This design comes from an exercise in tuning for small area on the open sky130 flow, not from production work. The RTL was checked by simulation tests, not by an equivalence proof against the original design. Power is estimated from default activity; no workload was simulated.

==> v23: inputs <==
Design stopwatch, start of the top module:
module stopwatch (
    clk,
    KeyA, KeyB, KeyC,
    HEX0, HEX1, HEX2, HEX3, HEX4, HEX5, HEX6, HEX7,
    led_g, led_r1, led_r2
);
    input clk;
    input KeyA;
    input KeyB;
    input KeyC;
    output [6:0] HEX0, HEX1, HEX2, HEX3, HEX4, HEX5, HEX6, HEX7;
    output [2:0] led_g;
    output [8:0] led_r1;
    output [8:0] led_r2;
    wire rstn = KeyC;
    localparam [14:0] ZERO = 15'b000100110011001;
    function [6:0] seg;
        input [3:0] x;
        case (x)
            4'd0: seg = 7'b0000101;
            4'd1: seg = 7'b0000010;
            4'd2: seg = 7'b0011001;
            4'd3: seg = 7'b0011010;
            4'd4: seg = 7'b0100100;
            4'd5: seg = 7'b0000010;
            4'd6: seg = 7'b0110000;
            4'd7: seg = 7'b0010010;
            4'd8: seg = 7'b1000101;
            4'd9: seg = 7'b1000000;
            4'd10: seg = 7'b1111001;
            4'd11: seg = 7'b1111000;
            4'd12: seg = 7'b0100100;
            4'd13: seg = 7'b0000000;
            4'd14: seg = 7'b0110000;
            4'd15: seg = 7'b0010000;
        endcase
    endfunction
    function [3:0] tg;
        input [3:0] x;
        case (x)
            4'd0: tg = 4'b1000;
            4'd1: tg = 4'b1010;
            4'd2: tg = 4'b0101;
            4'd3: tg = 4'b0111;
            4'd4: tg = 4'b1000;
            4'd5: tg = 4'b1010;
            4'd6: tg = 4'b0100;
            4'd7: tg = 4'b0110;
            4'd8: tg = 4'b0011;
            4'd9: tg = 4'b0011;
            4'd10: tg = 4'b0110;
            4'd11: tg = 4'b0110;
            4'd12: tg = 4'b1010;
            4'd13: tg = 4'b0010;
            4'd14: tg = 4'b0110;
            4'd15: tg = 4'b0110;
        endcase
    endfunction
    function [0:0] l9;
        input [3:0] x;
        case (x)
  ...
==> flow/config.mk <==
export PLATFORM = sky130hd
export DESIGN_NAME = stopwatch
export DESIGN_NICKNAME = stopwatch
export VERILOG_FILES = /design/flow/design.v
export SDC_FILE = /design/flow/constraint.sdc
export NUM_CORES = 4
export LEC_CHECK = 0
export ABC_AREA = 1
export CAP_MARGIN = 20
export CORE_MARGIN = 2
export CORE_UTILIZATION = 60
export SLEW_MARGIN = 20
==> flow/constraint.sdc <==
create_clock -name core_clock -period 20.0 [get_ports {clk}]
set_input_delay 4.0000 -clock core_clock [delete_from_list [all_inputs] [get_ports {clk}]]
set_output_delay 4.0000 -clock core_clock [all_outputs]
set_load 0.01 [all_outputs]
standard.sh (not shown) runs the stock make flow with config.mk's settings and CLKGATE_MAP_FILE= SYNTH_SCRIPT=/design/flow/synth_recipe.tcl, a recipe that flattens the netlist after the stock synthesis.
==> flow/flow/run.sh <==
#!/bin/bash
# The standard layout (standard.sh), with three changes to how it is made:
#  - the buffers buffer_ports puts on every input and output port are buf_1,
#    the smallest buffer cell, in place of the default choice;
#  - clock tree synthesis uses clkbuf_8 buffers driving clusters of at most
#    15 flip-flops within 60 um (flip-flop clock-pin slew stays near 100 ps);
#  - no dummy loads are added to balance the clock tree.
# make's full output goes to flow.log here; each ORFS step logs to orfs/logs/.
set -euo pipefail
CTS="-sink_clustering_enable -repair_clock_nets -sink_clustering_size 15"
CTS="$CTS -sink_clustering_max_diameter 60 -buf_list sky130_fd_sc_hd__clkbuf_8"
CTS="$CTS -dont_use_dummy_load"
bash standard.sh \
    "BUFFER_PORTS_ARGS=-buffer_cell sky130_fd_sc_hd__buf_1" \
    "CTS_ARGS=$CTS" \
    finish > flow.log 2>&1
==> v35 (differences from v23) <==
==> flow/flow/run.sh (replaced) <==
#!/bin/bash
# The standard layout (standard.sh) with these changes to how it is made:
#  - after the standard synthesis, the combinational logic between the
#    flip-flops is re-mapped for area by ABC (flow/reopt.tcl, flow/area.abc);
#    the flip-flops, their names and cell types are those of the standard
#    synthesis;
#  - the buffers buffer_ports puts on every port are buf_1 cells;
#  - clock tree synthesis uses clkbuf_8 buffers driving clusters of at most
#    15 flip-flops within 60 um, with no dummy loads.
# Each tool's output goes to a log of its own here: synth.log, reopt.log,
# layout.log (and ORFS's per-step logs under orfs/logs/).
set -euo pipefail
HERE=$(pwd)
RES=$HERE/orfs/results/$FLOW_PLATFORM/stopwatch/base
bash standard.sh synth > synth.log 2>&1
cp $RES/1_2_yosys.v $HERE/standard_synth.v
LIB=$FLOW_HOME/platforms/sky130hd/lib/sky130_fd_sc_hd__tt_025C_1v80.lib \
IN_V=$HERE/standard_synth.v OUT_V=$HERE/reopt.v TOP=$FLOW_TOP \
DU=$HERE/flow/dont_use.txt CONSTR=$HERE/flow/abc.constr \
ABC_SCRIPT=$HERE/flow/area.abc \
    yosys -c $HERE/flow/reopt.tcl > reopt.log 2>&1
cp $HERE/reopt.v $RES/1_2_yosys.v
rm -f $RES/1_synth.odb $RES/1_synth.sdc
CTS="-sink_clustering_enable -repair_clock_nets -sink_clustering_size 15"
CTS="$CTS -sink_clustering_max_diameter 60 -buf_list sky130_fd_sc_hd__clkbuf_8"
CTS="$CTS -dont_use_dummy_load"
bash standard.sh \
    "BUFFER_PORTS_ARGS=-buffer_cell sky130_fd_sc_hd__buf_1" \
    "CTS_ARGS=$CTS" \
    finish > layout.log 2>&1
==> flow/flow/abc.constr (new file) <==
set_driving_cell sky130_fd_sc_hd__buf_1
set_load 5
==> flow/flow/area.abc (new file) <==
strash
&get -n
&deepsyn -I 4 -J 200
&put
dch -f
amap
topo
==> flow/flow/dont_use.txt (new file) <==
-dont_use sky130_fd_sc_hd__probe_p_8 -dont_use sky130_fd_sc_hd__probec_p_8 -dont_use sky130_fd_sc_hd__lpflow_bleeder_1 -dont_use sky130_fd_sc_hd__lpflow_clkbufkapwr_1 -dont_use sky130_fd_sc_hd__lpflow_clkbufkapwr_16 -dont_use sky130_fd_sc_hd__lpflow_clkbufkapwr_2 -dont_use sky130_fd_sc_hd__lpflow_clkbufkapwr_4 -dont_use sky130_fd_sc_hd__lpflow_clkbufkapwr_8 -dont_use sky130_fd_sc_hd__lpflow_clkinvkapwr_1 -dont_use sky130_fd_sc_hd__lpflow_clkinvkapwr_16 -dont_use sky130_fd_sc_hd__lpflow_clkinvkapwr_2 -dont_use sky130_fd_sc_hd__lpflow_clkinvkapwr_4 -dont_use sky130_fd_sc_hd__lpflow_clkinvkapwr_8 -dont_use sky130_fd_sc_hd__lpflow_decapkapwr_12 -dont_use sky130_fd_sc_hd__lpflow_decapkapwr_3 -dont_use sky130_fd_sc_hd__lpflow_decapkapwr_4 -dont_use sky130_fd_sc_hd__lpflow_decapkapwr_6 -dont_use sky130_fd_sc_hd__lpflow_decapkapwr_8 -dont_use sky130_fd_sc_hd__lpflow_inputiso0n_1 -dont_use sky130_fd_sc_hd__lpflow_inputiso0p_1 -dont_use sky130_fd_sc_hd__lpflow_inputiso1n_1 -dont_use sky130_fd_sc_hd__lpflow_inputiso1p_1 -dont_use sky130_fd_sc_hd__lpflow_inputisolatch_1 -dont_use sky130_fd_sc_hd__lpflow_isobufsrc_1 -dont_use sky130_fd_sc_hd__lpflow_isobufsrc_16 -dont_use sky130_fd_sc_hd__lpflow_isobufsrc_2 -dont_use sky130_fd_sc_hd__lpflow_isobufsrc_4 -dont_use sky130_fd_sc_hd__lpflow_isobufsrc_8 -dont_use sky130_fd_sc_hd__lpflow_isobufsrckapwr_16 -dont_use sky130_fd_sc_hd__lpflow_lsbuf_lh_hl_isowell_tap_1 -dont_use sky130_fd_sc_hd__lpflow_lsbuf_lh_hl_isowell_tap_2 -dont_use sky130_fd_sc_hd__lpflow_lsbuf_lh_hl_isowell_tap_4 -dont_use sky130_fd_sc_hd__lpflow_lsbuf_lh_isowell_4 -dont_use sky130_fd_sc_hd__lpflow_lsbuf_lh_isowell_tap_1 -dont_use sky130_fd_sc_hd__lpflow_lsbuf_lh_isowell_tap_2 -dont_use sky130_fd_sc_hd__lpflow_lsbuf_lh_isowell_tap_4 
==> flow/flow/reopt.tcl (new file) <==
# Re-maps the combinational logic of the standard synthesis netlist for area.
# The flip-flops (instances of the library's sequential cells) are kept as
# they are, with their names; only the logic between them is re-mapped.
set lib $::env(LIB)
yosys read_liberty -ignore_miss_func $lib
yosys read_verilog $::env(IN_V)
yosys hierarchy -top $::env(TOP)
yosys setattr -mod -set keep_hierarchy 1 sky130_fd_sc_hd__*df*
yosys flatten
yosys opt_clean
set du [string trim [read [open $::env(DU)]]]
yosys abc -script $::env(ABC_SCRIPT) -liberty $lib {*}$du -constr $::env(CONSTR) -D 20000
yosys opt_clean -purge
yosys hilomap -singleton -hicell sky130_fd_sc_hd__conb_1 HI -locell sky130_fd_sc_hd__conb_1 LO
yosys splitnets
yosys opt_clean -purge
yosys select $::env(TOP)
yosys write_verilog -selected -noattr -nohex -nodec $::env(OUT_V)
yosys select -clear
yosys tee -o $::env(OUT_V).stat stat -liberty $lib
==> comparison <==
- Between v35 and v23, the lower sequential share of layout area is in v23 (gap 5.2 points).
- Final cell count: v23 is higher than v35 (about 12%).
- Of v23 and v35, v23 has the higher total power (gap about 1.4%, measured against v35).
- Combinational power: v35 is smaller than v23 (8.5%).
- In sequential cell count, v35 and v23 do not differ.
- v23 finished clean. v35 ran to the end with no violations.
==> figures <==
Slowest stage delay, CP: v23 0.42 ns; v35 0.65 ns
Post-Synthesis Net Count: v23 874; v35 720
Total die area: v23 14800 um2; v35 13310 um2
Effective utilization at floorplan: v23 0.6197; v35 0.6172
Clock Buffer Count: v23 19; v35 18
Final Core Density: v23 0.6742; v35 0.6866
Number of global-route vias before repair: v23 6128; v35 5174
Site Rows: v23 42; v35 40
Post-layout worst setup margin: v23 13.93 ns; v35 13.32 ns
Final wirelength: v23 17830 um; v35 14870 um
Outcome: v23 finished clean; v35 finished clean

## what the ideal ports hide
The results above use ideal ports. As a check the final layouts listed here were re-extracted and re-timed, cells and wires unchanged.
Step 1 sets driving cells, clkbuf_16 on the clock port and buf_2 on the other inputs (assumed; they add their load-dependent delay and slew).
Step 2 moves the port delays by t, midway between the first and last clock arrival at a register: inputs arrive t later, outputs are due t later. That takes back most of the time a late clock gives input paths.
a / b / c = no drivers / after step 1 / after step 2; a / b = the first two.
| run | t, ns | setup slack, ns | clock arrival spread, ns | slew at the worst register clock pin (ns) | worst data-port slew with drivers (ns) |
|---|---|---|---|---|---|
| v23 | 0.524 | 13.933 / 13.895 / 14.419 | 0.033 / 0.033 | 0.10 / 0.10 | 0.03 |
| v35 | 0.506 | 13.323 / 13.288 / 13.795 | 0.062 / 0.061 | 0.09 / 0.09 | 0.03 |
After both steps every run listed still meets setup and hold.
